Source: an optimization exercise on an open RTL-to-GDS flow (aim: small area and a short achievable clock period). Production flows keep margins and buffers that such runs may drop. Function was checked by simulation only, so behaviour that the tests miss may differ from the original. No activity file was given, so power comes from the tool's default toggle rates.

Setup of run a:
==> flow/design.v (excerpt) <==
module lab9(input clk,
            input reset,
            input give_valid,
            input [13:0]Intake,
            output [13:0]UpPrime,
            output [13:0]LowPrime,
            output out_valid);
localparam INIT = 2'd0, STEP = 2'd1, TEST = 2'd2, DIV = 2'd3;
reg        busy;        
reg        done;
reg        dir;         
reg [1:0]  phase;
reg [13:0] up;
reg [13:0] dn;
reg [1:0]  m3;          
reg [2:0]  k;           
reg [4:0]  idx;         
reg [6:0]  r;           
reg        qf;          
assign out_valid = done;
assign UpPrime   = up;
assign LowPrime  = dn;
wire [223:0] ptab = {{10{7'd30}},
                     7'd30, 7'd38, 7'd44, 7'd48, 7'd54, 7'd56, 7'd60, 7'd66,
                     7'd68, 7'd74, 7'd80, 7'd84, 7'd86, 7'd90, 7'd96, 7'd98,
                     7'd104, 7'd108, 7'd110, 7'd114, 7'd116, 7'd120, 7'd122};
wire [6:0] pn = ptab[idx * 7 +: 7];    
wire [13:0] c = dir ? dn : up;
reg [1:0] pair;
always @(*) begin
    case (k)
  ...
Size: roughly 510 cells after synthesis, about 51 flip-flops, about 3700 sq um of cells after synthesis.
==> module lab9, before the edit <==
module lab9(input clk,
            input reset,
            input give_valid,
            input [13:0]Intake,
            output [13:0]UpPrime,
            output [13:0]LowPrime,
            output out_valid);
localparam INIT = 2'd0, STEP = 2'd1, TEST = 2'd2, DIV = 2'd3;
reg        busy;        
reg        done;
reg        dir;         
reg [1:0]  phase;
reg [13:0] up;
reg [13:0] dn;
reg [1:0]  m3;          
reg [2:0]  k;           
reg [4:0]  idx;         
reg [6:0]  r;           
reg        qf;          
assign out_valid = done;
assign UpPrime   = up;
assign LowPrime  = dn;
wire [223:0] ptab = {{10{7'd30}},
                     7'd30, 7'd38, 7'd44, 7'd48, 7'd54, 7'd56, 7'd60, 7'd66,
                     7'd68, 7'd74, 7'd80, 7'd84, 7'd86, 7'd90, 7'd96, 7'd98,
                     7'd104, 7'd108, 7'd110, 7'd114, 7'd116, 7'd120, 7'd122};
wire [6:0] pn = ptab[idx * 7 +: 7];    
wire [13:0] c = dir ? dn : up;
reg [1:0] pair;
always @(*) begin
    case (k)
        3'd0: pair = c[1:0];
        3'd1: pair = c[3:2];
        3'd2: pair = c[5:4];
        3'd3: pair = c[7:6];
        3'd4: pair = c[9:8];
        3'd5: pair = c[11:10];
        default: pair = c[13:12];
    endcase
end
function [8:0] subp(input [7:0] a, input [6:0] bn);  
    integer i;
    reg cy;
    reg [7:0] b;
    reg [7:0] d;
    begin
        b  = {1'b1, bn};
        cy = 1'b1;
        for (i = 0; i < 8; i = i + 1) begin
            d[i] = a[i] ^ b[i] ^ cy;
            cy   = (a[i] & b[i]) | ((a[i] ^ b[i]) & cy);
        end
        subp = {cy, d};
    end
endfunction
wire [8:0] t   = {r, pair};
wire [8:0] s1  = subp(t[8:1], pn);
wire       ge2 = s1[8];
wire [7:0] t1  = ge2 ? {s1[6:0], t[0]} : t[7:0];
wire [8:0] s2  = subp(t1, pn);
wire       ge1 = s2[8];
wire [6:0] rn  = ge1 ? s2[6:0] : t1[6:0];
wire k0        = (k == 3'd0);
wire last_div  = (idx == 5'd22);
wire composite = (rn == 7'd0) & (qf | ge2);
wire reject = ~c[0] | ((m3 == 2'd0) & (|c[13:2]));
wire advance = (phase == STEP) | ((phase == TEST) & reject) |
               ((phase == DIV) & k0 & composite);
wire found   = (phase == DIV) & k0 & ~composite & last_div;
wire [1:0] m3_step = dir ? ((m3 == 2'd0) ? 2'd2 : m3 - 2'd1)
                         : ((m3 == 2'd2) ? 2'd0 : m3 + 2'd1);
wire [2:0] m3_sum  = {1'b0, m3} + {1'b0, pair};
wire [1:0] m3_pass = (m3_sum >= 3'd3) ? m3_sum[1:0] - 2'd3 : m3_sum[1:0];
wire adv_up = advance & ~dir;
wire adv_dn = advance & dir;
reg [13:0] up_inc, dn_dec;
integer j;
reg cu, cd;
always @(*) begin
    cu = adv_up;
    cd = adv_dn;
    for (j = 0; j < 14; j = j + 1) begin
        up_inc[j] = up[j] ^ cu;
        cu        = cu & up[j];
        dn_dec[j] = dn[j] ^ cd;
        cd        = cd & ~dn[j];
    end
end
always @(posedge clk or posedge reset) begin
    if (reset) begin
        busy <= 1'b0;
        done <= 1'b0;
    end else if (give_valid) begin
        busy <= 1'b1;
        done <= 1'b0;
    end else if (busy & found & dir) begin
        busy <= 1'b0;
        done <= 1'b1;
    end
end
always @(posedge clk) begin
    up <= give_valid ? Intake : up_inc;
    dn <= give_valid ? Intake : dn_dec;
end
always @(posedge clk) begin
    if (give_valid) begin
        dir   <= 1'b0;
        phase <= INIT;
        k     <= 3'd6;
        m3    <= 2'd0;
    end else begin
        case (phase)
            INIT: begin
                m3 <= m3_pass;
                k  <= k - 3'd1;
                if (k0) phase <= STEP;
            end
            STEP: begin
                m3    <= m3_step;
                phase <= TEST;
            end
            TEST: begin
                if (reject) begin
                    m3 <= m3_step;
                end else begin
                    phase <= DIV;
                    k     <= 3'd5;
                end
            end
            default: begin  
                if (!k0) begin
                    k <= k - 3'd1;
                end else if (composite) begin
                    m3    <= m3_step;
                    phase <= TEST;
                end else if (last_div) begin
                    dir   <= 1'b1;
                    phase <= INIT;
                    k     <= 3'd6;
                    m3    <= 2'd0;
                end else begin
                    k <= 3'd5;
                end
            end
        endcase
    end
end
always @(posedge clk) begin
    if (phase != DIV) begin
        idx <= 5'd0;
        qf  <= 1'b0;
        r   <= {5'd0, c[13:12]};
    end else if (!k0) begin
        r  <= rn;
        qf <= qf | ge1 | ge2;
    end else begin
        idx <= idx + 5'd1;
        qf  <= 1'b0;
        r   <= {5'd0, c[13:12]};
    end
end
endmodule
==> flow/config.mk <==
export PLATFORM = sky130hd
export DESIGN_NAME = lab9
export DESIGN_NICKNAME = lab9
export VERILOG_FILES = /design/flow/design.v
export SDC_FILE = /design/flow/constraint.sdc
export NUM_CORES = 4
export LEC_CHECK = 0
export ABC_AREA = 1
export CAP_MARGIN = 20
export CORE_MARGIN = 2
export CORE_UTILIZATION = 70
export PLACE_DENSITY = 0.8
export SLEW_MARGIN = 20
==> flow/constraint.sdc <==
create_clock -name core_clock -period 120.0 [get_ports {clk}]
set_input_delay 24.0000 -clock core_clock [delete_from_list [all_inputs] [get_ports {clk}]]
set_output_delay 24.0000 -clock core_clock [all_outputs]
set_load 0.01 [all_outputs]
standard.sh (not shown) runs the stock make flow with config.mk's settings and CLKGATE_MAP_FILE= SYNTH_SCRIPT=/design/flow/synth_recipe.tcl, a recipe that flattens the netlist after the stock synthesis.
==> flow/flow/run.sh <==
#!/bin/bash
# Layout flow: the standard ORFS flow (standard synthesis unchanged), with
#  - port buffers of a small plain buffer cell instead of the default delay cell,
#  - clock tree synthesis without dummy load cells, using small clock buffers.
# The ORFS output goes to flow.log; each ORFS step keeps its own log under orfs/logs.
set -uo pipefail
export BUFFER_PORTS_ARGS="-buffer_cell sky130_fd_sc_hd__buf_1"
export CTS_ARGS="-sink_clustering_enable -repair_clock_nets -dont_use_dummy_load -buf_list sky130_fd_sc_hd__clkbuf_8"
bash standard.sh > flow.log 2>&1
Inputs modified between run a and run b:
--- a/flow/design.v
+++ b/flow/design.v
@@ -61,16 +61,29 @@
 wire       ge1 = s2[8];
 wire [6:0] rn  = ge1 ? s2[6:0] : t1[6:0];
 wire k0        = (k == 3'd0);
+reg [2:0] k_dec;      
+always @(*) begin
+    case (k)
+        3'd7: k_dec = 3'd6;
+        3'd6: k_dec = 3'd5;
+        3'd5: k_dec = 3'd4;
+        3'd4: k_dec = 3'd3;
+        3'd3: k_dec = 3'd2;
+        3'd2: k_dec = 3'd1;
+        3'd1: k_dec = 3'd0;
+        default: k_dec = 3'd7;
+    endcase
+end
 wire last_div  = (idx == 5'd22);
 wire composite = (rn == 7'd0) & (qf | ge2);
-wire reject = ~c[0] | ((m3 == 2'd0) & (|c[13:2]));
+wire reject = (|c[13:2]) & (~c[0] | (m3 == 2'd0));
 wire advance = (phase == STEP) | ((phase == TEST) & reject) |
                ((phase == DIV) & k0 & composite);
 wire found   = (phase == DIV) & k0 & ~composite & last_div;
-wire [1:0] m3_step = dir ? ((m3 == 2'd0) ? 2'd2 : m3 - 2'd1)
-                         : ((m3 == 2'd2) ? 2'd0 : m3 + 2'd1);
-wire [2:0] m3_sum  = {1'b0, m3} + {1'b0, pair};
-wire [1:0] m3_pass = (m3_sum >= 3'd3) ? m3_sum[1:0] - 2'd3 : m3_sum[1:0];
+wire [1:0] m3_inc  = {m3[0], ~m3[1] & ~m3[0]};
+wire [1:0] m3_dec  = {~m3[1] & ~m3[0], m3[1]};
+wire [1:0] m3_step = dir ? m3_dec : m3_inc;
+wire [1:0] m3_pass = (pair == 2'd1) ? m3_inc : (pair == 2'd2) ? m3_dec : m3;
 wire adv_up = advance & ~dir;
 wire adv_dn = advance & dir;
 reg [13:0] up_inc, dn_dec;
@@ -112,7 +125,7 @@
         case (phase)
             INIT: begin
                 m3 <= m3_pass;
-                k  <= k - 3'd1;
+                k  <= k_dec;
                 if (k0) phase <= STEP;
             end
             STEP: begin
@@ -129,7 +142,7 @@
             end
             default: begin  
                 if (!k0) begin
-                    k <= k - 3'd1;
+                    k <= k_dec;
                 end else if (composite) begin
                     m3    <= m3_step;
                     phase <= TEST;
Findings:
- Mux cell area share after synthesis for run b: 0.30 points down relative to run a
- Compared with run a, run b has less setup slack.
- Delta (run b minus run a): switching share of power decreased by 12 points relative to the old numbers, pre-CTS worst setup slack decreased by 0.16 ns relative to the old numbers, net switching power decreased by 58% relative to the old numbers, global routing met1 resource utilization decreased by 2.5 points relative to the old numbers.
- Run b vs run a — non-clock buffer area fraction after layout rose 0.22 points.
- Run b reached the end of the flow, and the finished layout is clean on the timing, DRC and antenna checks.
- Wire length of the first global-routing pass in run b vs run a: down 10%
- As of run b, worst IR drop on VDD had fallen by more than 10% compared to run a.

[static timing again, ports no longer ideal]
Ports are ideal in the flow. The routed layouts listed here were re-timed in OpenROAD. Step 1 sets driving cells, clkbuf_16 on the clock port and buf_2 on the other inputs (assumed; they add their load-dependent delay and slew). Step 2 moves the port delays by t, midway between the first and last clock arrival at a register: inputs arrive t later, outputs are due t later. That takes back most of the time a late clock gives input paths. Slacks: no drivers / after step 1 / after step 2; pairs: no drivers / after step 1.
| run | t, ns | setup WS [ns] | clock arrival spread, ns |
|---|---|---|---|
| run a | 0.329 | 95.103 / 95.073 / 94.824 | 0.035 / 0.034 |
| run b | 0.324 | 94.966 / 94.970 / 94.646 | 0.015 / 0.015 |
After both steps setup and hold are still met in every run listed. The setup slack of run b, which loses most, moves by +0.004 ns with the drivers and by -0.320 ns with both steps.
